What follows belongs to an exercise in optimizing a design on an open flow for small area, a short achievable clock period and few clock cycles; a production flow would make more cautious choices. RTL that was checked went through simulation tests only; none was proved equivalent to the original. For runs 3 and 4, only the layout was checked, not whether the RTL still works.

<file path="design.v">
module DW_div_pipe #(
    parameter a_width     = 31,
    parameter b_width     = 31,
    parameter tc_mode     = 1,
    parameter rem_mode    = 0,
    parameter num_stages  = 10,
    parameter stall_mode  = 1,
    parameter rst_mode    = 1,
    parameter op_iso_mode = 0
) (
    input                      clk,
    input                      rst_n,
    input                      en,
    input      [a_width-1:0]   a,
    input      [b_width-1:0]   b,
    output     [a_width-1:0]   quotient,
    output     [b_width-1:0]   remainder,
    output                     divide_by_0
);
localparam NS = num_stages - 1;           
localparam W  = a_width;
wire          a_neg = (tc_mode != 0) & a[a_width-1];
wire          b_neg = (tc_mode != 0) & b[b_width-1];
wire [W-1:0]       a_mag = a_neg ? (~a + 1'b1) : a;
wire [b_width-1:0] b_mag = b_neg ? (~b + 1'b1) : b;
reg [b_width:0]   r_q [0:NS-1];
reg [W-1:0]       d_q [0:NS-1];
reg [b_width-1:0] m_q [0:NS-1];
reg               n_q [0:NS-1];
genvar k;
generate
    for (k = 0; k < NS; k = k + 1) begin : g_stage
        localparam integer LO = (k * W) / NS;
        localparam integer HI = ((k + 1) * W) / NS;
        wire [b_width:0]   r_in = (k == 0) ? {(b_width+1){1'b0}} : r_q[(k == 0) ? 0 : k-1];
        wire [W-1:0]       d_in = (k == 0) ? a_mag : d_q[(k == 0) ? 0 : k-1];
        wire [b_width-1:0] m_in = (k == 0) ? b_mag : m_q[(k == 0) ? 0 : k-1];
        wire               n_in = (k == 0) ? (a_neg ^ b_neg) : n_q[(k == 0) ? 0 : k-1];
        reg  [b_width:0]   r_c;
        reg  [W-1:0]       d_c;
        integer j;
        always @(*) begin
            r_c = r_in;
            d_c = d_in;
            for (j = LO; j < HI; j = j + 1) begin
                r_c = {r_c[b_width-1:0], d_c[W-1]};
                d_c = {d_c[W-2:0], 1'b0};
                if (r_c >= {1'b0, m_in}) begin
                    r_c = r_c - {1'b0, m_in};
                    d_c[0] = 1'b1;
                end
            end
        end
        always @(posedge clk or negedge rst_n) begin
            if (!rst_n) begin
                r_q[k] <= 0;
                d_q[k] <= 0;
                m_q[k] <= 0;
                n_q[k] <= 1'b0;
            end else if (en) begin
                r_q[k] <= r_c;
                d_q[k] <= d_c;
                m_q[k] <= m_in;
                n_q[k] <= n_in;
            end
        end
    end
endgenerate
assign quotient    = n_q[NS-1] ? (~d_q[NS-1] + 1'b1) : d_q[NS-1];
assign remainder   = {b_width{1'b0}};
assign divide_by_0 = 1'b0;
endmodule
module TRIANGLE(
    input  wire        clk,
    input  wire        rst_n,
    input  wire        in_valid,
    input  wire [7:0]  in_length,
    output reg  [15:0] out_cos,
    output reg         out_valid,
    output reg  [1:0]  out_tri
);
localparam [4:0] ST_A1 = 5'd2;     
localparam [4:0] ST_A2 = 5'd3;     
localparam [4:0] ST_A3 = 5'd4;     
localparam [4:0] ST_D0 = 5'd5;     
localparam [4:0] ST_L  = 5'd17;    
localparam [4:0] ST_O0 = 5'd18;
localparam [4:0] ST_O1 = 5'd19;
reg [4:0] st;
always @(posedge clk or negedge rst_n) begin
    if (!rst_n) st <= 5'd0;
    else if (st == 5'd0) st <= in_valid ? 5'd1 : 5'd0;
    else if (st == ST_O1) st <= 5'd0;
    else st <= st + 5'd1;
end
reg f_a1, f_a2, f_a3;
reg [2:0] f_acc, f_ini;
always @(posedge clk) begin
    f_a1  <= (st == ST_A1 - 5'd1);
    f_a2  <= (st == ST_A2 - 5'd1);
    f_a3  <= (st == ST_A3 - 5'd1);
    f_acc[0] <= (st >= ST_A1 - 5'd1) && (st <= ST_A3 - 5'd1);
    f_acc[1] <= (st == 5'd1) || (st == 5'd2) || (st == 5'd3);
    f_acc[2] <= (st[4:2] == 3'd0) && (st[1:0] != 2'd0);
    f_ini[0] <= (st == 5'd1);
    f_ini[1] <= (st[4:1] == 4'd0) && st[0];
    f_ini[2] <= ~(|st[4:1]) & st[0];
end
reg [7:0] la, lb, lc;
always @(posedge clk) begin
    la <= f_a2 ? la : in_length;
    lb <= f_a2 ? lc : la;
    lc <= lb;
end
function [15:0] square8;
    input [7:0] a;
    reg [15:0] acc;
    integer i;
    begin
        acc = 16'd0;
        for (i = 0; i < 8; i = i + 1)
            acc = acc + (({8'd0, (a >> (i + 1)) & {8{a[i]}}} << (2 * i + 2))
                         | ({15'd0, a[i]} << (2 * i)));
        square8 = acc;
    end
endfunction
reg [15:0] s;
always @(posedge clk) s <= square8(la);
wire [15:0] m = la * lb;
reg [15:0] p0, p1, p2;
always @(posedge clk) begin
    if (f_a1) p2 <= m;
    if (f_a2) p0 <= m;
    if (f_a3) p1 <= m;
end
function qbit;
    input [18:0] r;
    input        n;
    begin
        qbit = n ? (r[18] | (r == 19'd0)) : ~r[18];
    end
endfunction
function [18:0] lane;    
    input [17:0] r;
    input [15:0] p;
    input        n;
    input        sub;
    input        acc;
    input        init;
    reg [18:0] a, bx, t;
    reg        ci, ad, c0;
    begin
        if (acc) begin
            a  = init ? 19'd0 : {r[17], r};
            bx = sub ? ~{3'b000, s} : {3'b000, s};
            ci = sub;
        end else begin
            a  = {r, 1'b0};
            ad = ~(qbit({r[17], r}, n) ^ n);
            bx = ad ? {2'b00, p, 1'b0} : ~{2'b00, p, 1'b0};
            ci = ~ad;
        end
        {t, c0} = {a, 1'b1} + {bx, ci};    
        lane = t;
    end
endfunction
reg signed [17:0] r0, r1, r2;
reg [10:0]        q0;
reg [11:0]        q1;
reg [12:0]        q2;
reg               n0, n1, n2;
wire [18:0] x0 = lane(r0, p0, n0, f_a1, f_acc[0], f_ini[0]);
wire [18:0] x1 = lane(r1, p1, n1, f_a2, f_acc[1], f_ini[1]);
wire [18:0] x2 = lane(r2, p2, n2, f_a3, f_acc[2], f_ini[2]);
wire qb0 = qbit({r0[17], r0}, n0);
wire qb1 = qbit({r1[17], r1}, n1);
wire qb2 = qbit({r2[17], r2}, n2);
always @(posedge clk) begin
    r0 <= x0[17:0]; r1 <= x1[17:0]; r2 <= x2[17:0];
    q0 <= {q0[9:0], qb0};
    q1 <= {q1[10:0], qb1};
    q2 <= {q2[11:0], qb2};
    if (f_a3) begin
        n0 <= x0[18]; n1 <= x1[18]; n2 <= x2[18];
    end
    if (st == ST_D0)
        out_tri <= (r0 == 18'sd0 || r1 == 18'sd0 || r2 == 18'sd0) ? 2'd3 :
                   (n0 | n1 | n2) ? 2'd1 : 2'd0;
end
wire [11:0] qh0 = {q0, qb0};
wire        b0  = qbit(x0, n0);
wire        lst = (st == ST_L);
wire        o0  = (st == ST_O0);
wire [12:0] qsel = o0 ? {q1, qb1} : q2;
wire        nsel = o0 ? n1 : n2;
wire [15:0] negx = -{3'b0, lst ? {1'b0, qh0} : qsel};
wire [15:0] c0 = n0 ? (b0 ? {3'b111, ~qh0, 1'b1} : {negx[14:0], 1'b0})
                    : {3'b000, qh0, b0};
always @(posedge clk) begin
    out_cos <= lst ? c0 : (nsel ? negx : {3'b000, qsel});
end
always @(posedge clk or negedge rst_n) begin
    if (!rst_n) out_valid <= 1'b0;
    else out_valid <= lst | o0 | (st == ST_O1);
end
endmodule
</file>
<file path="constraint.sdc">
create_clock -name core_clock -period 20.0 [get_ports {clk}]
set_input_delay 4.0000 -clock core_clock [delete_from_list [all_inputs] [get_ports {clk}]]
set_output_delay 4.0000 -clock core_clock [all_outputs]
set_load 0.01 [all_outputs]
</file>
<file path="config.mk">
export PLATFORM = sky130hd
export DESIGN_NAME = TRIANGLE
export DESIGN_NICKNAME = TRIANGLE
export VERILOG_FILES = /design/flow/design.v
export SDC_FILE = /design/flow/constraint.sdc
export NUM_CORES = 4
export LEC_CHECK = 0
export ABC_AREA = 1
export CAP_MARGIN = 20
export CORE_MARGIN = 2
export CORE_UTILIZATION = 40
export PLACE_DENSITY = 0.6
export SLEW_MARGIN = 20
</file>
<file path="run.sh">
#!/bin/bash
# synth_recipe.tcl (not shown) runs the flow's synth.tcl, then flattens the netlist and writes it again
# the make line also repeats each setting of config.mk as NAME=value (left out here)
make -C /OpenROAD-flow-scripts/flow DESIGN_CONFIG=/design/flow/config.mk WORK_HOME=/design/flow/orfs CLKGATE_MAP_FILE= SYNTH_SCRIPT=/design/flow/synth_recipe.tcl finish
</file>
==> results of run 1 <==
stage by stage:
stage	util [%]	hold slack [ns]
CTS	44.2	0.347
detailed placement	42.1	0.333
finish	44.2	0.343
global route	44.2	0.354
floorplan	-	0.323
global placement	42.1	0.329
layout by cell type, fill, tap and decap left out, types with 4 or more instances in the layout:
cell type                         count
sky130_fd_sc_hd__nand2_1            399
sky130_fd_sc_hd__inv_1              337
sky130_fd_sc_hd__o21ai_0            167
sky130_fd_sc_hd__dfxtp_1            144
sky130_fd_sc_hd__ha_1               126
sky130_fd_sc_hd__nor2_1             121
sky130_fd_sc_hd__a21oi_1             93
sky130_fd_sc_hd__xor2_1              73
sky130_fd_sc_hd__edfxtp_1            61
sky130_fd_sc_hd__o22ai_1             55
sky130_fd_sc_hd__nand3_1             53
sky130_fd_sc_hd__fa_1                50
sky130_fd_sc_hd__clkdlybuf4s50_1     29
sky130_fd_sc_hd__clkbuf_16           26
sky130_fd_sc_hd__xnor2_1             20
sky130_fd_sc_hd__o221ai_1            16
sky130_fd_sc_hd__o21ai_1             15
sky130_fd_sc_hd__nand4_1             14
sky130_fd_sc_hd__nor2_2              12
sky130_fd_sc_hd__nor3_1               9
sky130_fd_sc_hd__clkinv_1             9
sky130_fd_sc_hd__o211ai_1             8
sky130_fd_sc_hd__nor4_1               7
sky130_fd_sc_hd__inv_2                6
sky130_fd_sc_hd__clkbuf_1             6
sky130_fd_sc_hd__dfrtp_1              6
sky130_fd_sc_hd__buf_4                6
sky130_fd_sc_hd__a31oi_1              5
sky130_fd_sc_hd__nand3b_1             5
sky130_fd_sc_hd__nand2_2              4
sky130_fd_sc_hd__o21bai_1             4
sky130_fd_sc_hd__clkinv_2             4
worst max-delay path by stage:
stage | startpoint | endpoint
2_1_floorplan | la[3] | p0[15]
3_3_place_gp | r2[13] | r2[17]
3_5_place_dp | la[5] | p2[15]
4_1_cts | out_cos[2] | out_cos[2]
5_1_grt | r2[4] | r2[17]
6_report | out_cos[1] | out_cos[1]
final cells by class:
class	instances	area, um2
Clock buffer	33	687
Sequential cell	211	4860
Inverter	348	1310
Multi-Input combinational cell	1291	8230
Fill cell	3703	20300
Clock inverter	15	92.6
Tap cell	468	586
Timing Repair Buffer	35	335
cells in the mapped netlist (3+ instances only):
library cell and number:
sky130_fd_sc_hd__a21oi_1 93, sky130_fd_sc_hd__dfxtp_1 144, sky130_fd_sc_hd__nor2_2 12, sky130_fd_sc_hd__o211ai_1 8, sky130_fd_sc_hd__nand2_2 4, sky130_fd_sc_hd__a21oi_2 3, sky130_fd_sc_hd__xor2_1 73, sky130_fd_sc_hd__xnor2_1 20
sky130_fd_sc_hd__o221ai_1 16, sky130_fd_sc_hd__fa_1 50, sky130_fd_sc_hd__nand2_1 399, sky130_fd_sc_hd__nand3_1 53, sky130_fd_sc_hd__nor2_4 3, sky130_fd_sc_hd__nor2_1 121, sky130_fd_sc_hd__o22ai_1 55, sky130_fd_sc_hd__clkbuf_1 55
sky130_fd_sc_hd__a31oi_1 5, sky130_fd_sc_hd__clkinv_1 3, sky130_fd_sc_hd__buf_2 3, sky130_fd_sc_hd__o21bai_1 4, sky130_fd_sc_hd__buf_6 3, sky130_fd_sc_hd__edfxtp_1 61, sky130_fd_sc_hd__nor3_1 9, sky130_fd_sc_hd__dfrtp_1 6
sky130_fd_sc_hd__nand4_1 14, sky130_fd_sc_hd__inv_1 338, sky130_fd_sc_hd__ha_1 126, sky130_fd_sc_hd__nand3b_1 5, sky130_fd_sc_hd__o21a_1 3, sky130_fd_sc_hd__buf_1 3, sky130_fd_sc_hd__nor4_1 7, sky130_fd_sc_hd__o21ai_0 167
sky130_fd_sc_hd__o21ai_1 15, sky130_fd_sc_hd__inv_2 6
kinds of logic (layout without fill, tap and decap cells):
kind of cell    after synthesis  after routing  share of synthesized area, %
fa+ha+maj                   176            176                          17.5
buf+inv                     416            431                          10.9
flops                       211            211                          33.1
simple gates                644            644                          18.6
xor+xnor                     93             93                          5.54
compound gates              378            378                          14.3
registers in the layout, summed over array words and instances (netlist names), 2 cells and up:
| signal | cells |
|---|---|
| f_acc | 3 |
| f_ini | 2 |
| la | 8 |
| lb | 8 |
| lc | 8 |
| out_cos | 16 |
| out_tri | 2 |
| p0 | 16 |
| p1 | 16 |
| p2 | 16 |
| q0 | 11 |
| q1 | 12 |
| q2 | 13 |
| r0 | 18 |
| r1 | 18 |
| r2 | 18 |
| s | 15 |
| st | 5 |
routing by layer:
metal	wire (um)	vias to the layer above
li1	-	6191
met1	16500	5649
met2	17200	242
met3	1590	61
met4	1100	0
met5	0	-
==> impl_table.tex, run 1 <==
\begin{tabular}{lr}
\hline
Metric & Value \\
\hline
\multicolumn{2}{l}{\textbf{GRT}} \\
\quad Grt peak-use layer & met2 \\
\quad Global route total overflow & 0 \\
\quad Wire length of the first global-routing pass & 59900 um \\
\quad GR Util met1 & 25.1\% \\
\quad Number of global-route vias before repair & 11900 \\
\quad Grt met2 use & 33.1\% \\
\quad Largest net degree at the start of global routing & 42 \\
\quad Global routing usage on met3 & 2.48\% \\
\quad Total global-route track usage & 19.3\% \\
\quad Initial antenna violation count & 0 \\
\multicolumn{2}{l}{\textbf{Setup path}} \\
\quad Worst r2r dst & p0[15] \\
\quad Beginning of the worst register-to-register path & la[5] \\
\quad CP Launch Type & flip-flop \\
\quad Critical path start-end classification & reg -> out \\
\quad Family with the most delay on the worst path & buffers and inverters \\
\quad CP Depth & 1 \\
\quad Worst path required time & 16.00 ns \\
\quad R2R cell count & 19 \\
\quad Critical-path cell with the highest stage delay & sky130\_fd\_sc\_hd\_\_clkdlybuf4s50\_1 \\
\quad Number of buffer and inverter instances along the worst setup path & 1 \\
\quad Arrival time of data at the critical path endpoint & 1.43 ns \\
\quad Critical Path Max Stage Delay & 0.54 ns \\
\quad CP endpoint kind & output pin \\
\quad Flop2flop setup slack & 14.92 ns \\
\quad CP Cell Sequence & clkdlybuf4s50\_1 \\
\quad Critical Path Fanout Max & 1 \\
\multicolumn{2}{l}{\textbf{Clock network}} \\
\quad Clock input transition at the sequential cells of the worst setup and hold paths & 0.06 ns \\
\quad Clock network latency to the later pin of the worst-skew pair & 0.55 ns \\
\quad Post-CTS Setup Inserts & 0 \\
\quad TritonCTS Buffers & 26 \\
\quad Depth of the CTS H-tree & 1 \\
\quad Clock root buffer & sky130\_fd\_sc\_hd\_\_clkbuf\_16 \\
\quad Gates resized, CTS repair & 0 \\
\quad Maximum buffer depth of the clock tree & 3 \\
\quad CTS tree & built \\
\quad Quantity of hold-fixing buffers added after cts & 0 \\
\quad Sink count of the clock tree & 211 \\
\multicolumn{2}{l}{\textbf{Floorplanning}} \\
\quad Floorplan die height & 196 um \\
\quad Width of the die & 196 um \\
\quad Cell row count & 70 \\
\quad Initial Util & 40.3\% \\
\quad I/O pin cnt & 30 \\
\quad Placeable core region & 0.0364 mm2 \\
\quad Die Footprint & 0.0383 mm2 \\
\multicolumn{2}{l}{\textbf{Flow run}} \\
\quad Max-capacitance violation count & 0 \\
\multicolumn{2}{l}{\textbf{Placed design}} \\
\quad Worst setup slack after placement & 14.90 ns \\
\quad DP Area & 0.0153 mm2 \\
\quad Global placer's final weighted congestion & 0.896 \\
\quad Number of placed instances with taps included & 2353 \\
\quad Half-perimeter wire length after placement & 27700 um \\
\quad Port bufs & 29 \\
\multicolumn{2}{l}{\textbf{Route}} \\
\quad Via count & 12100 \\
\quad Iteration count of the initial detailed-routing pass & 7 \\
\quad Post-detailed-route via-to-cell ratio & 5.06 \\
\quad Iter 0 DRT Violations & 765 \\
\quad Wirelength per Cell & 15.2 um \\
\quad Aggregate routed wire length & 36400 um \\
\quad Final ANT Viol Nets & 0 \\
\quad DRC violations left & 0 \\
\multicolumn{2}{l}{\textbf{Hold path}} \\
\quad Hold-critical path depth & 0 \\
\quad Source of the worst hold timing path & q1[7] \\
\quad Type of the tightest min-delay check & reg -> reg \\
\quad Endpoint of the worst hold path & q1[8] \\
\multicolumn{2}{l}{\textbf{STA}} \\
\quad Final TNS setup & 0 ns \\
\quad Worst rel slew slack & 32.5\% \\
\quad Worst-case setup margin in the final layout & 14.57 ns \\
\quad Final period utilization & 27.1\% \\
\quad Post-route clock skew & 0.0330 ns \\
\quad Setup repair after global routing missed its margin & false \\
\quad Highest achievable clock rate & 184 MHz \\
\quad Final Max Tran Viols & 0 \\
\quad Final count of negative-setup-slack endpoints & 0 \\
\quad Final min period & 5.43 ns \\
\quad Number of failing hold endpoints at the final stage & 0 \\
\quad Actual transition at the worst max-transition pin & 1.01 ns \\
\multicolumn{2}{l}{\textbf{Logic synthesis}} \\
\quad Cell types occupying the most area after synthesis & sky130\_fd\_sc\_hd\_\_dfxtp\_1 (20\%), sky130\_fd\_sc\_hd\_\_edfxtp\_1 (12\%), sky130\_fd\_sc\_hd\_\_ha\_1 (11\%) \\
\quad Synthesized instance count & 1918 \\
\quad Number of nets produced by synthesis & 2105 \\
\quad Area of the mapped netlist & 0.0147 mm2 \\
\quad EDFF count, synth & 61 \\
\quad Distinct cells, synth & 55 \\
\quad Yosys warning total & 1 \\
\quad Post-synthesis sequential area ratio & 33.1\% \\
\quad Mean instance size in the synthesized netlist & 7.66 um2 \\
\quad Main flop type after synthesis & sky130\_fd\_sc\_hd\_\_dfxtp\_1 \\
\quad Library cell with the largest summed area after synthesis & sky130\_fd\_sc\_hd\_\_dfxtp\_1 \\
\quad FFs w/ async S/R, synth & 2.84\% \\
\quad FF+latch count, synth & 211 \\
\quad Top-area cell type share of the netlist area & 19.6\% \\
\multicolumn{2}{l}{\textbf{Layout}} \\
\quad Non-filler cells in the finished layout & 2401 \\
\quad Area overhead of the layout relative to synthesis & 9.59\% \\
\quad Post-route standard cell area excluding fillers & 0.0161 mm2 \\
\quad NumNets Final & 2100 \\
\quad Share of final-layout standard cells stronger than drive strength 1 & 4.29\% \\
\quad Diodes inserted & 0 \\
\multicolumn{2}{l}{\textbf{Status}} \\
\quad Status & no timing/DRC/antenna violations \\
\hline
\end{tabular}
Testbench counts, summed over its fixed seeds: cycles 23,032.
==> run 2, diff against run 1 <==
==> flow/run.sh (new file) <==
#!/bin/bash
# Own layout flow: the standard flow unchanged, except that the port
# buffers that buffer_ports inserts during placement are buf_2 cells rather
# than the delay buffer it picks by default.
set -euo pipefail
export BUFFER_PORTS_ARGS="-buffer_cell sky130_fd_sc_hd__buf_2"
bash standard.sh > standard_flow.log 2>&1
==> standard.sh (new file) <==
#!/bin/bash
# synth_recipe.tcl (not shown) runs the flow's synth.tcl, then flattens the netlist and writes it again
# the make line also repeats each setting of config.mk as NAME=value (left out here)
make -C /OpenROAD-flow-scripts/flow DESIGN_CONFIG=/design/flow/config.mk WORK_HOME=/design/flow/orfs CLKGATE_MAP_FILE= SYNTH_SCRIPT=/design/flow/synth_recipe.tcl "${@:-finish}"
removed: run.sh
==> run 2 against run 1 <==
Still clean on timing, DRC and antenna; setup slack better by 0.36 ns; non-clock buffer count unchanged; first-iteration DRC count is 4.1% higher; register-to-register slack is essentially flat; critical path depth rose by 18; die area unchanged; core utilization fell by 0.16 points; maximum frequency is 7.1% higher; clock skew down 0.0046 ns; critical path type is now reg -> reg.
==> impl_table.tex, run 2 <==
\begin{tabular}{lr}
\hline
Metric & Value \\
\hline
\multicolumn{2}{l}{\textbf{Layout}} \\
\quad Most common library cell in the layout ignoring fill and taps & sky130\_fd\_sc\_hd\_\_nand2\_1 \\
\quad Area used by multi-input combinational logic & 0.00823 mm2 \\
\quad NumNets Final & 2100 \\
\quad Share of final-layout standard cells stronger than drive strength 1 & 6.21\% \\
\quad Non-filler cells in the finished layout & 2401 \\
\quad Number of inserted filler cells in the final layout & 3626 \\
\quad Storage cell area & 0.00486 mm2 \\
\quad Most frequent cells in the layout & sky130\_fd\_sc\_hd\_\_nand2\_1 (399), sky130\_fd\_sc\_hd\_\_inv\_1 (338), sky130\_fd\_sc\_hd\_\_o21ai\_0 (167), sky130\_fd\_sc\_hd\_\_dfxtp\_1 (144), sky130\_fd\_sc\_hd\_\_ha\_1 (126) \\
\quad Largest registers ranked by flip-flop count & r0 x18, r1 x18, r2 x18 \\
\quad Diodes inserted & 0 \\
\quad Final core area utilization & 44.0\% \\
\quad Area overhead of the layout relative to synthesis & 9.19\% \\
\multicolumn{2}{l}{\textbf{Logic synthesis}} \\
\quad Area of the mapped netlist & 0.0147 mm2 \\
\quad Main flop type after synthesis & sky130\_fd\_sc\_hd\_\_dfxtp\_1 \\
\quad FFs w/ async S/R, synth & 2.84\% \\
\quad Synthesized instance count & 1918 \\
\quad Most used standard cell by instance count after synthesis & sky130\_fd\_sc\_hd\_\_nand2\_1 \\
\quad Yosys warning total & 1 \\
\quad Number of nets produced by synthesis & 2105 \\
\quad Distinct cells, synth & 55 \\
\quad Top-area cell type share of the netlist area & 19.6\% \\
\quad EDFF count, synth & 61 \\
\quad Library cell with the largest summed area after synthesis & sky130\_fd\_sc\_hd\_\_dfxtp\_1 \\
\quad Mean instance size in the synthesized netlist & 7.66 um2 \\
\quad Cell types occupying the most area after synthesis & sky130\_fd\_sc\_hd\_\_dfxtp\_1 (20\%), sky130\_fd\_sc\_hd\_\_edfxtp\_1 (12\%), sky130\_fd\_sc\_hd\_\_ha\_1 (11\%) \\
\quad Post-synthesis sequential area ratio & 33.1\% \\
\quad Post-synth top cells & sky130\_fd\_sc\_hd\_\_nand2\_1 (399), sky130\_fd\_sc\_hd\_\_inv\_1 (338), sky130\_fd\_sc\_hd\_\_o21ai\_0 (167) \\
\quad FF+latch count, synth & 211 \\
\multicolumn{2}{l}{\textbf{STA}} \\
\quad Number of failing hold endpoints at the final stage & 0 \\
\quad Worst-case setup margin in the final layout & 14.93 ns \\
\quad Worst rel slew slack & 29.6\% \\
\quad Highest achievable clock rate & 197 MHz \\
\quad Actual transition at the worst max-transition pin & 1.06 ns \\
\quad Post-route clock skew & 0.0284 ns \\
\quad Final period utilization & 25.3\% \\
\quad Setup repair after global routing missed its margin & false \\
\quad Final min period & 5.07 ns \\
\quad Final count of negative-setup-slack endpoints & 0 \\
\quad Final TNS setup & 0 ns \\
\quad Final Max Tran Viols & 0 \\
\quad Smallest hold slack & 0.346 ns \\
\multicolumn{2}{l}{\textbf{Clock network}} \\
\quad Clock network latency to the later pin of the worst-skew pair & 0.56 ns \\
\quad TritonCTS Buffers & 26 \\
\quad Gates resized, CTS repair & 0 \\
\quad Clock root buffer & sky130\_fd\_sc\_hd\_\_clkbuf\_16 \\
\quad Sink count of the clock tree & 211 \\
\quad CTS tree & built \\
\quad Post-CTS Setup Inserts & 0 \\
\quad Maximum buffer depth of the clock tree & 3 \\
\quad Depth of the CTS H-tree & 1 \\
\quad Clock input transition at the sequential cells of the worst setup and hold paths & 0.06 ns \\
\quad Quantity of hold-fixing buffers added after cts & 0 \\
\multicolumn{2}{l}{\textbf{Floorplanning}} \\
\quad Width of the die & 196 um \\
\quad Placeable core region & 0.0364 mm2 \\
\quad Die Footprint & 0.0383 mm2 \\
\quad Initial Util & 40.3\% \\
\quad Cell row count & 70 \\
\quad I/O pin cnt & 30 \\
\quad Floorplan die height & 196 um \\
\multicolumn{2}{l}{\textbf{Route}} \\
\quad Wirelength per Cell & 14.9 um \\
\quad Aggregate routed wire length & 35800 um \\
\quad Post-detailed-route via-to-cell ratio & 5.07 \\
\quad Iter 0 DRT Violations & 796 \\
\quad Iteration count of the initial detailed-routing pass & 6 \\
\quad Via count & 12200 \\
\quad Final ANT Viol Nets & 0 \\
\quad DRC violations left & 0 \\
\multicolumn{2}{l}{\textbf{Placed design}} \\
\quad Half-perimeter wire length after placement & 27500 um \\
\quad Number of placed instances with taps included & 2353 \\
\quad Port bufs & 29 \\
\quad Global placer's final weighted congestion & 0.929 \\
\quad Worst setup slack after placement & 14.91 ns \\
\multicolumn{2}{l}{\textbf{Hold path}} \\
\quad Source of the worst hold timing path & q1[10] \\
\quad Type of the tightest min-delay check & reg -> reg \\
\multicolumn{2}{l}{\textbf{Setup path}} \\
\quad Critical Path Fanout Max & 17 \\
\quad CP endpoint kind & flip-flop \\
\quad CP Cell Sequence & nand2\_1, fa\_1, fa\_1, inv\_1, fa\_1, inv\_1, fa\_1, inv\_1, ha\_1, nand2\_1, o21ai\_0, nand2\_1, nand2\_1, a21oi\_1, o21ai\_0, a21oi\_1, nor2\_1, nor2\_1, xor2\_1 \\
\quad Source of the critical timing path & la[4] \\
\quad Beginning of the worst register-to-register path & la[4] \\
\quad CP Launch Type & flip-flop \\
\quad Critical Path Max Stage Delay & 0.82 ns \\
\quad Arrival time of data at the critical path endpoint & 5.42 ns \\
\quad Worst path required time & 20.35 ns \\
\quad Critical path start-end classification & reg -> reg \\
\quad Critical-path cell with the highest stage delay & sky130\_fd\_sc\_hd\_\_edfxtp\_1 \\
\multicolumn{2}{l}{\textbf{GRT}} \\
\quad Total global-route track usage & 19.2\% \\
\quad Largest net degree at the start of global routing & 42 \\
\quad Initial antenna violation count & 0 \\
\quad Wire length of the first global-routing pass & 60100 um \\
\quad Number of global-route vias before repair & 12000 \\
\quad Global route total overflow & 0 \\
\multicolumn{2}{l}{\textbf{Flow run}} \\
\quad Max-capacitance violation count & 0 \\
\multicolumn{2}{l}{\textbf{Status}} \\
\quad Status & no timing/DRC/antenna violations \\
\hline
\end{tabular}
==> run 2: worst max-delay path: cells and delay by family, from the launching register on <==
family | cells | cell delay, ns
DFF | 1 | 0.82
adders and majority gates | 5 | 2.37
and+or+nand+nor | 6 | 0.53
buffers and inverters | 3 | 0.15
AOI/OAI and AO/OA | 4 | 0.72
xor gates and xnor gates | 1 | 0.27
==> run 2: layout make-up <==
class	count	share of cell area, %
sequential	211	30.3
multi-input combinational	1291	51.3
clock inverter	14	0.741
tap	468	3.65
clock buffer	34	4.66
inverter	348	8.16
timing repair buffer	35	1.19
==> run 2: stage by stage <==
step                instance area (um2)
floorplan                         14700
global placement                  15200
CTS                               16000
global route                      16000
detailed placement                15200
finish                            16000
==> run 2: worst paths after layout <==
path | slack, ns | cells after the start | to
worst min-delay path | 0.35 | 0 | q1[11]
worst max-delay path | 14.93 | 19 | p1[14]
worst min register to register | 0.35 | 0 | q1[11]
min in group asynchronous | 3.26 | 1 | st[4]
worst max register to register | 14.93 | 19 | p1[14]
max in group asynchronous | 16.60 | 1 | st[1]
==> run 2: kinds of logic (layout without fill, tap and decap cells) <==
family,after synthesis,in the layout,share of synthesized area (%)
buf+inv,416,431,10.9
fa+ha+maj,176,176,17.5
compound gates,378,378,14.3
flops,211,211,33.1
xor+xnor,93,93,5.54
simple gates,644,644,18.6
==> run 2: metal layers <==
metal  up-vias  share of wire [%]  global-route usage, %
met5         -                  0                      0
met4         0                2.7                   6.09
met3        54                4.5                   2.13
met2       291                 47                   33.2
met1      5634                 46                   25.2
li1       6183                  -                      -
==> run 3, diff against run 2 <==
--- a/design.v
+++ b/design.v
@@ -77,3 +77,3 @@
     input  wire [7:0]  in_length,
-    output reg  [15:0] out_cos,
+    output wire [15:0] out_cos,
     output reg         out_valid,
@@ -108,4 +108,5 @@
 end
-reg [7:0] la, lb, lc;
-always @(posedge clk) begin
+reg [7:0] la, lb, lc, ls;
+always @(posedge clk) begin
+    ls <= in_length;
     la <= f_a2 ? la : in_length;
@@ -127,3 +128,3 @@
 reg [15:0] s;
-always @(posedge clk) s <= square8(la);
+always @(posedge clk) s <= square8(ls);
 wire [15:0] m = la * lb;
@@ -198,5 +199,7 @@
                     : {3'b000, qh0, b0};
-always @(posedge clk) begin
-    out_cos <= lst ? c0 : (nsel ? negx : {3'b000, qsel});
-end
+reg [13:0] oc;
+always @(posedge clk) begin
+    oc <= lst ? c0[13:0] : (nsel ? negx[13:0] : {1'b0, qsel});
+end
+assign out_cos = {oc[13], oc[13], oc};
 always @(posedge clk or negedge rst_n) begin
--- a/config.mk
+++ b/config.mk
@@ -11,2 +11,4 @@
 export CORE_UTILIZATION = 40
+export CTS_CLUSTER_DIAMETER = 100
+export CTS_CLUSTER_SIZE = 24
 export PLACE_DENSITY = 0.6
==> run 3 against run 2 <==
Still clean on timing, DRC and antenna; synthesized area decreased by 0.20%; via count shrank 1.5%; maximum frequency fell by 1.1%; highest routed layer unchanged.
==> impl_table.tex, run 3 <==
\begin{tabular}{lr}
\hline
Metric & Value \\
\hline
\multicolumn{2}{l}{\textbf{Status}} \\
\quad Status & no timing/DRC/antenna violations \\
\multicolumn{2}{l}{\textbf{Layout}} \\
\quad NumNets Final & 2070 \\
\quad Largest registers ranked by flip-flop count & r0 x18, r1 x18, r2 x18 \\
\quad Post-route standard cell area excluding fillers & 0.0156 mm2 \\
\quad Most common library cell in the layout ignoring fill and taps & sky130\_fd\_sc\_hd\_\_nand2\_1 \\
\quad Most frequent cells in the layout & sky130\_fd\_sc\_hd\_\_nand2\_1 (396), sky130\_fd\_sc\_hd\_\_inv\_1 (337), sky130\_fd\_sc\_hd\_\_dfxtp\_1 (150), sky130\_fd\_sc\_hd\_\_o21ai\_0 (135), sky130\_fd\_sc\_hd\_\_ha\_1 (126) \\
\quad Area overhead of the layout relative to synthesis & 6.54\% \\
\quad Number of inserted filler cells in the final layout & 3665 \\
\quad Diodes inserted & 0 \\
\quad Share of final-layout standard cells stronger than drive strength 1 & 4.87\% \\
\quad Non-filler cells in the finished layout & 2359 \\
\multicolumn{2}{l}{\textbf{Clock network}} \\
\quad Sink count of the clock tree & 217 \\
\quad CTS tree & built \\
\quad Clock network latency to the later pin of the worst-skew pair & 0.50 ns \\
\quad TritonCTS Buffers & 14 \\
\quad Post-CTS Setup Inserts & 0 \\
\quad Depth of the CTS H-tree & 1 \\
\quad Gates resized, CTS repair & 0 \\
\quad Clock root buffer & sky130\_fd\_sc\_hd\_\_clkbuf\_16 \\
\quad Clock input transition at the sequential cells of the worst setup and hold paths & 0.09 ns \\
\quad Maximum buffer depth of the clock tree & 3 \\
\quad Quantity of hold-fixing buffers added after cts & 0 \\
\multicolumn{2}{l}{\textbf{Logic synthesis}} \\
\quad Number of nets produced by synthesis & 2088 \\
\quad Top-area cell type share of the netlist area & 20.5\% \\
\quad Post-synthesis sequential area ratio & 34.0\% \\
\quad Library cell with the largest summed area after synthesis & sky130\_fd\_sc\_hd\_\_dfxtp\_1 \\
\quad FF+latch count, synth & 217 \\
\quad Mean instance size in the synthesized netlist & 7.72 um2 \\
\quad Cell types occupying the most area after synthesis & sky130\_fd\_sc\_hd\_\_dfxtp\_1 (20\%), sky130\_fd\_sc\_hd\_\_edfxtp\_1 (12\%), sky130\_fd\_sc\_hd\_\_ha\_1 (11\%) \\
\quad Synthesized instance count & 1901 \\
\quad EDFF count, synth & 61 \\
\quad Main flop type after synthesis & sky130\_fd\_sc\_hd\_\_dfxtp\_1 \\
\quad Area of the mapped netlist & 0.0147 mm2 \\
\quad Distinct cells, synth & 50 \\
\quad Most used standard cell by instance count after synthesis & sky130\_fd\_sc\_hd\_\_nand2\_1 \\
\quad FFs w/ async S/R, synth & 2.76\% \\
\quad Yosys warning total & 1 \\
\quad Post-synth top cells & sky130\_fd\_sc\_hd\_\_nand2\_1 (396), sky130\_fd\_sc\_hd\_\_inv\_1 (337), sky130\_fd\_sc\_hd\_\_dfxtp\_1 (150) \\
\multicolumn{2}{l}{\textbf{Floorplanning}} \\
\quad Placeable core region & 0.0363 mm2 \\
\quad Cell row count & 70 \\
\quad Die Footprint & 0.0382 mm2 \\
\quad Initial Util & 40.4\% \\
\quad Width of the die & 195 um \\
\quad Floorplan die height & 195 um \\
\quad I/O pin cnt & 30 \\
\multicolumn{2}{l}{\textbf{Setup path}} \\
\quad CP endpoint kind & flip-flop \\
\quad R2R cell count & 26 \\
\quad Critical Path Fanout Max & 18 \\
\quad Arrival time of data at the critical path endpoint & 5.52 ns \\
\quad CP Launch Type & flip-flop \\
\quad Critical path start-end classification & reg -> reg \\
\quad Worst path required time & 20.39 ns \\
\multicolumn{2}{l}{\textbf{GRT}} \\
\quad Total global-route track usage & 18.4\% \\
\quad Wire length of the first global-routing pass & 58000 um \\
\quad Global route total overflow & 0 \\
\quad Largest net degree at the start of global routing & 40 \\
\quad Number of global-route vias before repair & 11600 \\
\quad Initial antenna violation count & 0 \\
\multicolumn{2}{l}{\textbf{Route}} \\
\quad Wirelength per Cell & 14.7 um \\
\quad Aggregate routed wire length & 34600 um \\
\quad Iteration count of the initial detailed-routing pass & 5 \\
\quad DRC violations left & 0 \\
\quad Iter 0 DRT Violations & 889 \\
\quad Post-detailed-route via-to-cell ratio & 5.08 \\
\quad Via count & 12000 \\
\quad Final ANT Viol Nets & 0 \\
\multicolumn{2}{l}{\textbf{STA}} \\
\quad Final TNS setup & 0 ns \\
\quad Worst-case setup margin in the final layout & 14.88 ns \\
\quad Number of failing hold endpoints at the final stage & 0 \\
\quad Worst rel slew slack & 29.4\% \\
\quad Final period utilization & 25.6\% \\
\quad Smallest hold slack & 0.353 ns \\
\quad Actual transition at the worst max-transition pin & 1.06 ns \\
\quad Post-route clock skew & 0.0265 ns \\
\quad Setup repair after global routing missed its margin & false \\
\quad Final min period & 5.12 ns \\
\quad Final Max Tran Viols & 0 \\
\quad Final count of negative-setup-slack endpoints & 0 \\
\quad Highest achievable clock rate & 195 MHz \\
\multicolumn{2}{l}{\textbf{Placed design}} \\
\quad Number of placed instances with taps included & 2335 \\
\quad DP Area & 0.0152 mm2 \\
\quad Global placer's final weighted congestion & 0.882 \\
\quad Port bufs & 29 \\
\quad Half-perimeter wire length after placement & 26800 um \\
\quad Worst setup slack after placement & 14.98 ns \\
\multicolumn{2}{l}{\textbf{Flow run}} \\
\quad Max-capacitance violation count & 0 \\
\multicolumn{2}{l}{\textbf{Hold path}} \\
\quad Type of the tightest min-delay check & reg -> reg \\
\quad Hold-critical path depth & 0 \\
\hline
\end{tabular}
## run 3: cell types whose count changed after synthesis, moves of 4 or more
cell / change
sky130_fd_sc_hd__a21oi_1: +5
sky130_fd_sc_hd__dfxtp_1: +6
sky130_fd_sc_hd__nand3_1: +11
sky130_fd_sc_hd__nor2_2: -8
sky130_fd_sc_hd__nor3_1: +4
sky130_fd_sc_hd__nor4_1: -4
sky130_fd_sc_hd__o21ai_0: -32
sky130_fd_sc_hd__o21ai_1: -11
sky130_fd_sc_hd__o22ai_1: +7
sky130_fd_sc_hd__or2_2: +12
## run 3: cell families after synthesis
kind of cell,Yosys count,share of synthesized area (%)
AOI/OAI and AO/OA,357,13.9
buffers and inverters,417,10.8
adders and majority gates,176,17.6
DFF,217,34.0
xor gates and xnor gates,96,5.73
and+or+nand+nor,638,17.9
## run 3: path summary, 6_finish.rpt
kind                             end  slack [ns]   from
setup / recovery               oc[2]       14.88     n0
hold / removal                 q1[4]        0.35  q1[3]
setup reg to reg               oc[2]       14.88     n0
hold reg to reg                q1[4]        0.35  q1[3]
max in group asynchronous      st[2]       16.56  rst_n
min in group asynchronous  out_valid        3.31  rst_n
## run 3: stage by stage
stage	utilization [%]
floorplan	-
global placement	41.7
detailed placement	41.7
CTS	43.0
global route	43.0
finish	43.0
## run 3: per-layer routing
layer | vias up | track usage, % | wire [um]
met5 | - | 0 | 0
met4 | 0 | 5.65 | 1020
met3 | 53 | 1.76 | 1540
met2 | 297 | 31.8 | 16200
met1 | 5531 | 24.4 | 15800
li1 | 6093 | - | -
## run 3: layout make-up
class	instances	area [um2]	share of cell area, %
Clock inverter	4	52.6	0.336
Sequential cell	217	4980	31.9
Clock buffer	20	415	2.66
Multi-Input combinational cell	1267	8090	51.8
Tap cell	468	586	3.75
Inverter	349	1310	8.40
Timing Repair Buffer	34	183	1.17
## run 3: worst max-delay path, cell delays in order, from the launching register on
cell	delay, ns
sky130_fd_sc_hd__edfxtp_1	0.81
sky130_fd_sc_hd__nor2_1	0.14
sky130_fd_sc_hd__inv_1	0.13
sky130_fd_sc_hd__nand2_1	0.46
sky130_fd_sc_hd__xor2_1	0.31
sky130_fd_sc_hd__o221ai_1	0.19
sky130_fd_sc_hd__inv_1	0.08
sky130_fd_sc_hd__ha_1	0.35
sky130_fd_sc_hd__a21oi_1	0.18
sky130_fd_sc_hd__nand2_1	0.13
sky130_fd_sc_hd__nand2_1	0.08
sky130_fd_sc_hd__nand2_1	0.09
sky130_fd_sc_hd__or2_1	0.22
sky130_fd_sc_hd__nand2_1	0.07
sky130_fd_sc_hd__nand3_1	0.06
sky130_fd_sc_hd__nor2_1	0.10
sky130_fd_sc_hd__nand3_1	0.09
sky130_fd_sc_hd__nor2_1	0.12
sky130_fd_sc_hd__nand2_1	0.09
sky130_fd_sc_hd__nor2_1	0.12
sky130_fd_sc_hd__nand3_1	0.12
sky130_fd_sc_hd__nand2_1	0.42
sky130_fd_sc_hd__nand2_2	0.31
sky130_fd_sc_hd__nand2_1	0.14
sky130_fd_sc_hd__nand3_1	0.08
sky130_fd_sc_hd__nand2_1	0.10
sky130_fd_sc_hd__nand2_1	0.05
==> run 4, diff against run 3 <==
--- a/config.mk
+++ b/config.mk
@@ -10,6 +10,6 @@
 export CORE_MARGIN = 2
-export CORE_UTILIZATION = 40
+export CORE_UTILIZATION = 65
 export CTS_CLUSTER_DIAMETER = 100
 export CTS_CLUSTER_SIZE = 24
-export PLACE_DENSITY = 0.6
+export PLACE_DENSITY = 0.75
 export SLEW_MARGIN = 20
==> run 4 against run 3 <==
Still clean; die area shrank 38%; worst hold slack lost 0.0025 ns; clock skew shrank 0.016 ns; cell area shrank 2.1%; cell count shrank 8.1%; routed wire length grew 0.92%; non-clock buffer count is the same; register-to-register slack gained 0.12 ns.
==> impl_table.tex, run 4 <==
\begin{tabular}{lr}
\hline
Metric & Value \\
\hline
\multicolumn{2}{l}{\textbf{Status}} \\
\quad Status & no timing/DRC/antenna violations \\
\multicolumn{2}{l}{\textbf{Hold path}} \\
\quad Type of the tightest min-delay check & reg -> reg \\
\quad Hold-critical path depth & 0 \\
\multicolumn{2}{l}{\textbf{Floorplanning}} \\
\quad Floorplan die height & 154 um \\
\quad Initial Util & 66.8\% \\
\quad Cell row count & 54 \\
\quad Width of the die & 154 um \\
\quad Placeable core region & 0.0220 mm2 \\
\quad I/O pin cnt & 30 \\
\quad Die Footprint & 0.0238 mm2 \\
\multicolumn{2}{l}{\textbf{STA}} \\
\quad Final count of negative-setup-slack endpoints & 0 \\
\quad Number of failing hold endpoints at the final stage & 0 \\
\quad Final TNS setup & 0 ns \\
\quad Worst rel slew slack & 42.5\% \\
\quad Post-route clock skew & 0.0108 ns \\
\quad Worst-case setup margin in the final layout & 14.94 ns \\
\quad Smallest hold slack & 0.351 ns \\
\quad Actual transition at the worst max-transition pin & 0.861 ns \\
\quad Final period utilization & 25.3\% \\
\quad Highest achievable clock rate & 198 MHz \\
\quad Final min period & 5.06 ns \\
\quad Final Max Tran Viols & 0 \\
\quad Setup repair after global routing missed its margin & false \\
\multicolumn{2}{l}{\textbf{Route}} \\
\quad Via count & 12100 \\
\quad Wirelength per Cell & 16.1 um \\
\quad Post-detailed-route via-to-cell ratio & 5.57 \\
\quad Iteration count of the initial detailed-routing pass & 6 \\
\quad Iter 0 DRT Violations & 862 \\
\quad Aggregate routed wire length & 34900 um \\
\quad Final ANT Viol Nets & 0 \\
\quad DRC violations left & 0 \\
\multicolumn{2}{l}{\textbf{GRT}} \\
\quad Total global-route track usage & 29.6\% \\
\quad Wire length of the first global-routing pass & 56800 um \\
\quad Number of global-route vias before repair & 11200 \\
\quad Largest net degree at the start of global routing & 39 \\
\quad Global route total overflow & 0 \\
\quad Initial antenna violation count & 1 \\
\multicolumn{2}{l}{\textbf{Layout}} \\
\quad Largest registers ranked by flip-flop count & r0 x18, r1 x18, r2 x18 \\
\quad NumNets Final & 2069 \\
\quad Diodes inserted & 0 \\
\quad Most frequent cells in the layout & sky130\_fd\_sc\_hd\_\_nand2\_1 (396), sky130\_fd\_sc\_hd\_\_inv\_1 (336), sky130\_fd\_sc\_hd\_\_dfxtp\_1 (150), sky130\_fd\_sc\_hd\_\_o21ai\_0 (135), sky130\_fd\_sc\_hd\_\_ha\_1 (126) \\
\quad Area overhead of the layout relative to synthesis & 4.27\% \\
\quad Non-filler cells in the finished layout & 2168 \\
\quad Most common library cell in the layout ignoring fill and taps & sky130\_fd\_sc\_hd\_\_nand2\_1 \\
\quad Share of final-layout standard cells stronger than drive strength 1 & 4.77\% \\
\multicolumn{2}{l}{\textbf{Setup path}} \\
\quad Number of buffer and inverter instances along the worst setup path & 1 \\
\quad Critical Path Max Stage Delay & 0.42 ns \\
\quad Worst path required time & 16.00 ns \\
\quad CP Depth & 1 \\
\quad Critical Path Fanout Max & 1 \\
\quad R2R cell count & 24 \\
\quad CP Launch Type & flip-flop \\
\quad CP endpoint kind & output pin \\
\quad Critical path start-end classification & reg -> out \\
\quad Arrival time of data at the critical path endpoint & 1.06 ns \\
\quad Family with the most delay on the worst path & flip-flops \\
\quad Critical-path cell with the highest stage delay & sky130\_fd\_sc\_hd\_\_edfxtp\_1 \\
\quad CP Cell Sequence & buf\_2 \\
\multicolumn{2}{l}{\textbf{Logic synthesis}} \\
\quad FFs w/ async S/R, synth & 2.76\% \\
\quad Library cell with the largest summed area after synthesis & sky130\_fd\_sc\_hd\_\_dfxtp\_1 \\
\quad Main flop type after synthesis & sky130\_fd\_sc\_hd\_\_dfxtp\_1 \\
\quad EDFF count, synth & 61 \\
\quad FF+latch count, synth & 217 \\
\quad Yosys warning total & 1 \\
\quad Post-synthesis sequential area ratio & 34.0\% \\
\quad Top-area cell type share of the netlist area & 20.5\% \\
\quad Distinct cells, synth & 50 \\
\quad Post-synth top cells & sky130\_fd\_sc\_hd\_\_nand2\_1 (396), sky130\_fd\_sc\_hd\_\_inv\_1 (337), sky130\_fd\_sc\_hd\_\_dfxtp\_1 (150) \\
\quad Cell types occupying the most area after synthesis & sky130\_fd\_sc\_hd\_\_dfxtp\_1 (20\%), sky130\_fd\_sc\_hd\_\_edfxtp\_1 (12\%), sky130\_fd\_sc\_hd\_\_ha\_1 (11\%) \\
\quad Area of the mapped netlist & 0.0147 mm2 \\
\quad Number of nets produced by synthesis & 2088 \\
\quad Mean instance size in the synthesized netlist & 7.72 um2 \\
\quad Most used standard cell by instance count after synthesis & sky130\_fd\_sc\_hd\_\_nand2\_1 \\
\quad Synthesized instance count & 1901 \\
\multicolumn{2}{l}{\textbf{Clock network}} \\
\quad Clock network latency to the later pin of the worst-skew pair & 0.48 ns \\
\quad Depth of the CTS H-tree & 1 \\
\quad Post-CTS Setup Inserts & 0 \\
\quad TritonCTS Buffers & 13 \\
\quad Sink count of the clock tree & 217 \\
\quad Clock input transition at the sequential cells of the worst setup and hold paths & 0.09 ns \\
\quad Gates resized, CTS repair & 0 \\
\quad CTS tree & built \\
\quad Clock root buffer & sky130\_fd\_sc\_hd\_\_clkbuf\_16 \\
\quad Quantity of hold-fixing buffers added after cts & 0 \\
\quad Maximum buffer depth of the clock tree & 3 \\
\multicolumn{2}{l}{\textbf{Placed design}} \\
\quad Half-perimeter wire length after placement & 26800 um \\
\quad Number of placed instances with taps included & 2147 \\
\quad Global placer's final weighted congestion & 0.951 \\
\quad Worst setup slack after placement & 15.04 ns \\
\quad Port bufs & 29 \\
\multicolumn{2}{l}{\textbf{Flow run}} \\
\quad Max-capacitance violation count & 0 \\
\hline
\end{tabular}
-- run 4: through the flow --
stage	cell area [um2]	util, %
global placement	14900	68.0
finish	15300	69.6
floorplan	14700	-
CTS	15300	69.6
global route	15300	69.6
detailed placement	14900	68.0
-- run 4: cell type report --
type | count | area [um2]
Clock buffer | 17 | 340
Clock inverter | 4 | 28.8
Fill cell | 1896 | 6670
Inverter | 349 | 1310
Multi-Input combinational cell | 1267 | 8090
Sequential cell | 217 | 4980
Tap cell | 280 | 350
Timing Repair Buffer | 34 | 183
-- run 4: layer usage --
metal | share of wire (%) | track usage [%] | up-vias | wire, um
met1 | 44 | 40.1 | 5536 | 15500
li1 | - | - | 6090 | -
met5 | 0.026 | 0 | - | 9
met3 | 5.5 | 3.31 | 66 | 1920
met2 | 46 | 49.3 | 372 | 16000
met4 | 4.0 | 11.1 | 2 | 1410
-- run 4: logic make-up after synthesis --
| kind of cell | after synthesis | share of synthesized area [%] |
|---|---|---|
| AOI/OAI and AO/OA | 357 | 13.9 |
| xor gates and xnor gates | 96 | 5.73 |
| adders and majority gates | 176 | 17.6 |
| buffers and inverters | 417 | 10.8 |
| DFF | 217 | 34.0 |
| and+or+nand+nor | 638 | 17.9 |
-- run 4: path summary, 6_finish.rpt --
| check | from | end | slack, ns |
|---|---|---|---|
| worst min-delay path | q1[5] | q1[6] | 0.35 |
| min in group asynchronous | rst_n | st[4] | 3.33 |
| worst max register to register | f_acc[0] | oc[4] | 15.00 |
| worst min register to register | q1[5] | q1[6] | 0.35 |
| worst max-delay path | out_tri[0] | out_tri[0] | 14.94 |
| max in group asynchronous | rst_n | st[0] | 16.53 |
==> run 5, diff against run 4 <==
--- a/design.v
+++ b/design.v
@@ -131,6 +131,7 @@
 reg [15:0] p0, p1, p2;
-always @(posedge clk) begin
-    if (f_a1) p2 <= m;
-    if (f_a2) p0 <= m;
-    if (f_a3) p1 <= m;
+wire f_ld = f_a1 | f_a2 | f_a3;
+always @(posedge clk) begin
+    p0 <= p2;
+    p1 <= p0;
+    p2 <= f_ld ? m : p1;
 end
@@ -168,9 +169,7 @@
 reg signed [17:0] r0, r1, r2;
-reg [10:0]        q0;
-reg [11:0]        q1;
-reg [12:0]        q2;
+reg [12:0]        q0, q1, q2;
 reg               n0, n1, n2;
-wire [18:0] x0 = lane(r0, p0, n0, f_a1, f_acc[0], f_ini[0]);
-wire [18:0] x1 = lane(r1, p1, n1, f_a2, f_acc[1], f_ini[1]);
-wire [18:0] x2 = lane(r2, p2, n2, f_a3, f_acc[2], f_ini[2]);
+wire [18:0] x0 = lane(r0, p0, n0, 1'b1, f_acc[0], f_ini[0]);
+wire [18:0] x1 = lane(r1, p1, n1, 1'b0, f_acc[1], f_ini[1]);
+wire [18:0] x2 = lane(r2, p2, n2, 1'b0, f_acc[2], f_ini[2]);
 wire qb0 = qbit({r0[17], r0}, n0);
@@ -179,9 +178,9 @@
 always @(posedge clk) begin
-    r0 <= x0[17:0]; r1 <= x1[17:0]; r2 <= x2[17:0];
-    q0 <= {q0[9:0], qb0};
-    q1 <= {q1[10:0], qb1};
-    q2 <= {q2[11:0], qb2};
-    if (f_a3) begin
-        n0 <= x0[18]; n1 <= x1[18]; n2 <= x2[18];
-    end
+    r1 <= x0[17:0]; r2 <= x1[17:0]; r0 <= x2[17:0];
+    q1 <= {q0[11:0], qb0};
+    q2 <= {q1[11:0], qb1};
+    q0 <= {q2[11:0], qb2};
+    n1 <= f_a3 ? x0[18] : n0;
+    n2 <= f_a3 ? x1[18] : n1;
+    n0 <= f_a3 ? x2[18] : n2;
     if (st == ST_D0)
@@ -190,3 +189,3 @@
 end
-wire [11:0] qh0 = {q0, qb0};
+wire [11:0] qh0 = {q0[10:0], qb0};
 wire        b0  = qbit(x0, n0);
@@ -194,4 +193,4 @@
 wire        o0  = (st == ST_O0);
-wire [12:0] qsel = o0 ? {q1, qb1} : q2;
-wire        nsel = o0 ? n1 : n2;
+wire [12:0] qsel = o0 ? {q0[11:0], qb0} : q0;
+wire        nsel = n0;
 wire [15:0] negx = -{3'b0, lst ? {1'b0, qh0} : qsel};
--- a/config.mk
+++ b/config.mk
@@ -10,6 +10,6 @@
 export CORE_MARGIN = 2
-export CORE_UTILIZATION = 65
+export CORE_UTILIZATION = 75
 export CTS_CLUSTER_DIAMETER = 100
 export CTS_CLUSTER_SIZE = 24
-export PLACE_DENSITY = 0.75
+export PLACE_DENSITY = 0.85
 export SLEW_MARGIN = 20
==> run 5 against run 4 <==
Sequential share of layout area fell by 1.3 points; routed wire length fell by 2.8%; largest cell class unchanged.
==> impl_table.tex, run 5 <==
\begin{tabular}{lr}
\hline
Metric & Value \\
\hline
\multicolumn{2}{l}{\textbf{Hold path}} \\
\quad Type of the tightest min-delay check & reg -> reg \\
\multicolumn{2}{l}{\textbf{Route}} \\
\quad Final ANT Viol Nets & 0 \\
\quad Wirelength per Cell & 17.0 um \\
\quad Iteration count of the initial detailed-routing pass & 6 \\
\quad Post-detailed-route via-to-cell ratio & 5.90 \\
\quad DRC violations left & 0 \\
\quad Iter 0 DRT Violations & 1064 \\
\quad Via count & 11800 \\
\quad Aggregate routed wire length & 33900 um \\
\multicolumn{2}{l}{\textbf{Logic synthesis}} \\
\quad Post-synthesis sequential area ratio & 32.6\% \\
\quad Parity-gate share of the synthesized area counting xor and xnor cells & 4.46\% \\
\quad Number of nets produced by synthesis & 1963 \\
\quad Mean instance size in the synthesized netlist & 7.72 um2 \\
\quad Main combinational cell family by area after synthesis & simple AND/OR/NAND/NOR gates \\
\quad Top-area cell type share of the netlist area & 29.3\% \\
\quad Library cell with the largest summed area after synthesis & sky130\_fd\_sc\_hd\_\_dfxtp\_1 \\
\quad EDFF count, synth & 10 \\
\quad Synthesized instance count & 1778 \\
\quad Post-synthesis adder-cell area fraction & 18.6\% \\
\quad Area of the mapped netlist & 0.0137 mm2 \\
\quad Share of the synthesized area in compound gates (AO/OA/AOI/OAI) & 14.8\% \\
\quad Yosys warning total & 1 \\
\quad FFs w/ async S/R, synth & 2.76\% \\
\quad Most used standard cell by instance count after synthesis & sky130\_fd\_sc\_hd\_\_nand2\_1 \\
\quad Multiplexer fraction of the synthesized cell area & 0\% \\
\quad Post-synth top cells & sky130\_fd\_sc\_hd\_\_nand2\_1 (398), sky130\_fd\_sc\_hd\_\_inv\_1 (281), sky130\_fd\_sc\_hd\_\_dfxtp\_1 (201) \\
\quad FF+latch count, synth & 217 \\
\quad Main flop type after synthesis & sky130\_fd\_sc\_hd\_\_dfxtp\_1 \\
\quad Basic-gate share of the synthesized area counting and, or, nand and nor cells & 19.4\% \\
\quad Cell types occupying the most area after synthesis & sky130\_fd\_sc\_hd\_\_dfxtp\_1 (29\%), sky130\_fd\_sc\_hd\_\_ha\_1 (11\%), sky130\_fd\_sc\_hd\_\_nand2\_1 (11\%) \\
\quad Distinct cells, synth & 58 \\
\multicolumn{2}{l}{\textbf{Floorplanning}} \\
\quad Placeable core region & 0.0180 mm2 \\
\quad Die Footprint & 0.0194 mm2 \\
\quad Initial Util & 76.4\% \\
\quad Floorplan die height & 139 um \\
\quad Cell row count & 49 \\
\quad Width of the die & 139 um \\
\quad I/O pin cnt & 30 \\
\multicolumn{2}{l}{\textbf{Layout}} \\
\quad Share of final-layout standard cells stronger than drive strength 1 & 6.28\% \\
\quad Largest registers ranked by flip-flop count & r0 x18, r1 x18, r2 x18 \\
\quad Area overhead of the layout relative to synthesis & 3.98\% \\
\quad Most common library cell in the layout ignoring fill and taps & sky130\_fd\_sc\_hd\_\_nand2\_1 \\
\quad NumNets Final & 1949 \\
\quad Diodes inserted & 0 \\
\quad Most frequent cells in the layout & sky130\_fd\_sc\_hd\_\_nand2\_1 (398), sky130\_fd\_sc\_hd\_\_inv\_1 (281), sky130\_fd\_sc\_hd\_\_dfxtp\_1 (201), sky130\_fd\_sc\_hd\_\_ha\_1 (124), sky130\_fd\_sc\_hd\_\_a21oi\_1 (101) \\
\quad Final core area utilization & 79.5\% \\
\multicolumn{2}{l}{\textbf{Clock network}} \\
\quad CTS tree & built \\
\quad TritonCTS Buffers & 13 \\
\quad Clock root buffer & sky130\_fd\_sc\_hd\_\_clkbuf\_16 \\
\quad Quantity of hold-fixing buffers added after cts & 0 \\
\quad Sink count of the clock tree & 217 \\
\quad Clock network latency to the later pin of the worst-skew pair & 0.48 ns \\
\quad Clock input transition at the sequential cells of the worst setup and hold paths & 0.10 ns \\
\quad Gates resized, CTS repair & 0 \\
\quad Maximum buffer depth of the clock tree & 3 \\
\quad Depth of the CTS H-tree & 1 \\
\quad Post-CTS Setup Inserts & 0 \\
\multicolumn{2}{l}{\textbf{Setup path}} \\
\quad Critical Path Max Stage Delay & 0.40 ns \\
\quad CP Launch Type & flip-flop \\
\quad Critical-path cell with the highest stage delay & sky130\_fd\_sc\_hd\_\_edfxtp\_1 \\
\quad CP endpoint kind & output pin \\
\quad Arrival time of data at the critical path endpoint & 1.04 ns \\
\quad Worst path required time & 16.00 ns \\
\quad CP Cell Sequence & buf\_2 \\
\quad Family with the most delay on the worst path & flip-flops \\
\quad Critical Path Fanout Max & 1 \\
\quad Critical path start-end classification & reg -> out \\
\quad Number of buffer and inverter instances along the worst setup path & 1 \\
\multicolumn{2}{l}{\textbf{STA}} \\
\quad Worst rel slew slack & 39.5\% \\
\quad Number of failing hold endpoints at the final stage & 0 \\
\quad Final Max Tran Viols & 0 \\
\quad Final count of negative-setup-slack endpoints & 0 \\
\quad Actual transition at the worst max-transition pin & 0.907 ns \\
\quad Final period utilization & 25.2\% \\
\quad Post-route clock skew & 0.0162 ns \\
\quad Final TNS setup & 0 ns \\
\quad Highest achievable clock rate & 199 MHz \\
\quad Final min period & 5.04 ns \\
\quad Setup repair after global routing missed its margin & false \\
\multicolumn{2}{l}{\textbf{Placed design}} \\
\quad Global placer's final weighted congestion & 0.996 \\
\quad Port bufs & 29 \\
\quad Half-perimeter wire length after placement & 27100 um \\
\multicolumn{2}{l}{\textbf{GRT}} \\
\quad Total global-route track usage & 35.4\% \\
\quad Global route total overflow & 0 \\
\quad Initial antenna violation count & 0 \\
\quad Largest net degree at the start of global routing & 49 \\
\quad Number of global-route vias before repair & 11300 \\
\quad Wire length of the first global-routing pass & 55700 um \\
\multicolumn{2}{l}{\textbf{Status}} \\
\quad Status & no timing/DRC/antenna violations \\
\multicolumn{2}{l}{\textbf{Flow run}} \\
\quad Max-capacitance violation count & 0 \\
\hline
\end{tabular}
-- run 5: cell count changes in the layout (fill, tap and decap cells not counted), sizes merged, moves of 14 or more --
cell,delta
edfxtp,-51
dfxtp,+51
nand3,-27
inv,-56
xor2,-25
nand2,+17
o21ai,-25
a221oi,+23
nor3,+20
o221ai,-14
nor2,-29
-- run 5: logic make-up after synthesis --
group                      after synthesis
buffers and inverters                  356
and+or+nand+nor                        618
adders and majority gates              174
DFF                                    217
AOI/OAI and AO/OA                      344
xor gates and xnor gates                69
-- run 5: metrics by stage --
step	worst slack (ns)	cell area, um2	std cells	hold WS [ns]
2_1_floorplan	15.49	13700	1778	0.310
3_3_place_gp	15.21	13900	1978	0.310
3_5_place_dp	15.12	13900	1978	0.313
4_1_cts	14.97	14300	1997	0.333
5_1_grt	14.54	14300	1997	0.339
6_report	14.96	14300	1997	0.333
-- run 5: final timing paths --
path | from | endpoint | slack, ns | depth (start not counted)
setup / recovery | out_tri[1] | out_tri[1] | 14.96 | 1
hold / removal | q2[7] | q0[8] | 0.33 | 0
setup reg to reg | la[1] | p2[15] | 15.00 | 23
hold reg to reg | q2[7] | q0[8] | 0.33 | 0
max in group asynchronous | rst_n | st[4] | 16.53 | 1
min in group asynchronous | rst_n | st[3] | 3.33 | 1
-- run 5: layout make-up --
class	instances	area, um2
Multi-Input combinational cell	1205	7870
Sequential cell	217	4470
Fill cell	1277	3690
Inverter	295	1110
Clock buffer	17	340
Tap cell	229	287
Timing Repair Buffer	32	168
Clock inverter	2	32.5
-- run 5: metal layers --
metal	up-vias	track usage [%]	wire length, um
met5	-	0	0
met4	0	14.7	1700
met3	108	5.33	2710
met2	554	61.1	16000
met1	5365	44.4	13500
li1	5750	-	-
Testbench counts of run 5, summed over its fixed seeds: cycles 23,032.
==> run 6, diff against run 5 <==
--- a/config.mk
+++ b/config.mk
@@ -10,6 +10,6 @@
 export CORE_MARGIN = 2
-export CORE_UTILIZATION = 75
+export CORE_UTILIZATION = 65
 export CTS_CLUSTER_DIAMETER = 100
 export CTS_CLUSTER_SIZE = 24
-export PLACE_DENSITY = 0.85
+export PLACE_DENSITY = 0.75
 export SLEW_MARGIN = 20
==> run 6 against run 5 <==
Still clean; sequential cell count did not move; synthesized area did not move; setup slack improved by 0.050 ns; clock skew fell by 0.0035 ns; maximum frequency rose by 1.0%; worst hold slack barely moved; critical path depth did not move; sequential share of layout area fell by 0.12 points; non-clock buffer count did not move; largest cell class unchanged.
==> impl_table.tex, run 6 <==
\begin{tabular}{lr}
\hline
Metric & Value \\
\hline
\multicolumn{2}{l}{\textbf{STA}} \\
\quad Smallest hold slack & 0.333 ns \\
\quad Highest achievable clock rate & 201 MHz \\
\quad Post-route clock skew & 0.0127 ns \\
\quad Worst rel slew slack & 40.8\% \\
\multicolumn{2}{l}{\textbf{Logic synthesis}} \\
\quad Mean instance size in the synthesized netlist & 7.72 um2 \\
\quad Post-synth top cells & sky130\_fd\_sc\_hd\_\_nand2\_1 (398), sky130\_fd\_sc\_hd\_\_inv\_1 (281), sky130\_fd\_sc\_hd\_\_dfxtp\_1 (201) \\
\quad Basic-gate share of the synthesized area counting and, or, nand and nor cells & 19.4\% \\
\quad Top-area cell type share of the netlist area & 29.3\% \\
\quad Share of the synthesized area in compound gates (AO/OA/AOI/OAI) & 14.8\% \\
\quad Distinct cells, synth & 58 \\
\quad Cell types occupying the most area after synthesis & sky130\_fd\_sc\_hd\_\_dfxtp\_1 (29\%), sky130\_fd\_sc\_hd\_\_ha\_1 (11\%), sky130\_fd\_sc\_hd\_\_nand2\_1 (11\%) \\
\quad Multiplexer fraction of the synthesized cell area & 0\% \\
\quad Library cell with the largest summed area after synthesis & sky130\_fd\_sc\_hd\_\_dfxtp\_1 \\
\multicolumn{2}{l}{\textbf{GRT}} \\
\quad Global route total overflow & 0 \\
\quad Number of global-route vias before repair & 10700 \\
\quad Wire length of the first global-routing pass & 54300 um \\
\quad Largest net degree at the start of global routing & 49 \\
\quad Total global-route track usage & 30.8\% \\
\multicolumn{2}{l}{\textbf{Layout}} \\
\quad Most common library cell in the layout ignoring fill and taps & sky130\_fd\_sc\_hd\_\_nand2\_1 \\
\quad Area overhead of the layout relative to synthesis & 4.38\% \\
\multicolumn{2}{l}{\textbf{Setup path}} \\
\quad Family with the most delay on the worst path & flip-flops \\
\quad CP Launch Type & flip-flop \\
\quad CP Cell Sequence & buf\_2 \\
\multicolumn{2}{l}{\textbf{Clock network}} \\
\quad CTS tree & built \\
\quad Sink count of the clock tree & 217 \\
\quad Post-CTS Setup Inserts & 0 \\
\quad Clock network latency to the later pin of the worst-skew pair & 0.48 ns \\
\multicolumn{2}{l}{\textbf{Status}} \\
\quad Status & no timing/DRC/antenna violations \\
\multicolumn{2}{l}{\textbf{Route}} \\
\quad Iteration count of the initial detailed-routing pass & 5 \\
\quad Via count & 11500 \\
\quad DRC violations left & 0 \\
\multicolumn{2}{l}{\textbf{Floorplanning}} \\
\quad Initial Util & 65.7\% \\
\quad Cell row count & 53 \\
\quad Floorplan die height & 149 um \\
\hline
\end{tabular}
-- run 6: cell counts after synthesis --
No cell type changed its count.
-- run 6: path summary, 6_finish.rpt --
check / to / slack (ns) / depth (start not counted) / startpoint
setup / recovery: out_tri[0] / 15.02 / 1 / out_tri[0]
hold / removal: q2[6] / 0.33 / 0 / q1[5]
setup reg to reg: oc[1] / 15.06 / 27 / n0
hold reg to reg: q2[6] / 0.33 / 0 / q1[5]
max in group asynchronous: st[4] / 16.53 / 1 / rst_n
min in group asynchronous: st[3] / 3.33 / 1 / rst_n
-- run 6: metal layers --
layer  global-route usage [%]  share of wire [%]  vias up
met3                     3.12                5.5       76
li1                         -                  -     5744
met4                     10.2                3.7        0
met2                     53.2                 48      379
met5                        0                  0        -
met1                     40.6                 43     5285
-- run 6: stage by stage --
step                instances  instance area, um2  util, %  setup slack [ns]
finish                   2044               14300     68.6             15.02
detailed placement       2024               14000     66.8             15.07
CTS                      2044               14300     68.6             15.00
global placement         2024               14000     66.8             15.18
global route             2044               14300     68.6             14.43
floorplan                1778               13700        -             15.49
-- run 6: cells by family after synthesis --
| group | after synthesis |
|---|---|
| AOI/OAI and AO/OA | 344 |
| adders and majority gates | 174 |
| xor gates and xnor gates | 69 |
| DFF | 217 |
| and+or+nand+nor | 618 |
| buffers and inverters | 356 |
-- run 6: layout make-up --
class	instances	area [um2]	share of cell area (%)
multi-input combinational	1205	7870	54.9
sequential	217	4470	31.2
inverter	295	1110	7.73
tap	275	344	2.40
clock buffer	17	340	2.37
timing repair buffer	32	168	1.17
clock inverter	3	30.0	0.210

-- port drivers added, routing unchanged --
How much do the figures lean on ideal ports? The routed layouts below were timed once more, with nothing changed but the port constraints. Step 1, drivers: a clkbuf_16 drives clk and a buf_2 each remaining input, both assumed. Step 2, shift: input delay + t, output delay - t, t = (earliest + latest rising clock arrival at the registers) / 2. This alone moves slack from input paths to output paths. Three values: no drivers, after step 1, after step 2; two values: the first two.
run | t, ns | setup WS [ns] | hold slack, ns | latest minus earliest clock arrival (ns) | worst data-port slew with drivers (ns)
run 1 | 0.585 | 14.571 / 14.520 / 14.924 | 0.343 / 0.343 / 0.343 | 0.034 / 0.034 | 0.04
run 2 | 0.593 | 14.930 / 14.899 / 14.930 | 0.346 / 0.346 / 0.346 | 0.029 / 0.028 | 0.04
run 3 | 0.539 | 14.875 / 14.875 / 14.875 | 0.353 / 0.353 / 0.353 | 0.027 / 0.028 | 0.03
run 4 | 0.524 | 14.942 / 14.894 / 15.000 | 0.351 / 0.351 / 0.351 | 0.011 / 0.011 | 0.03
run 5 | 0.520 | 14.965 / 14.919 / 15.003 | 0.333 / 0.333 / 0.333 | 0.020 / 0.020 | 0.03
run 6 | 0.522 | 15.015 / 14.967 / 15.060 | 0.333 / 0.333 / 0.333 | 0.013 / 0.013 | 0.03
After both steps setup and hold are still met in every run listed.
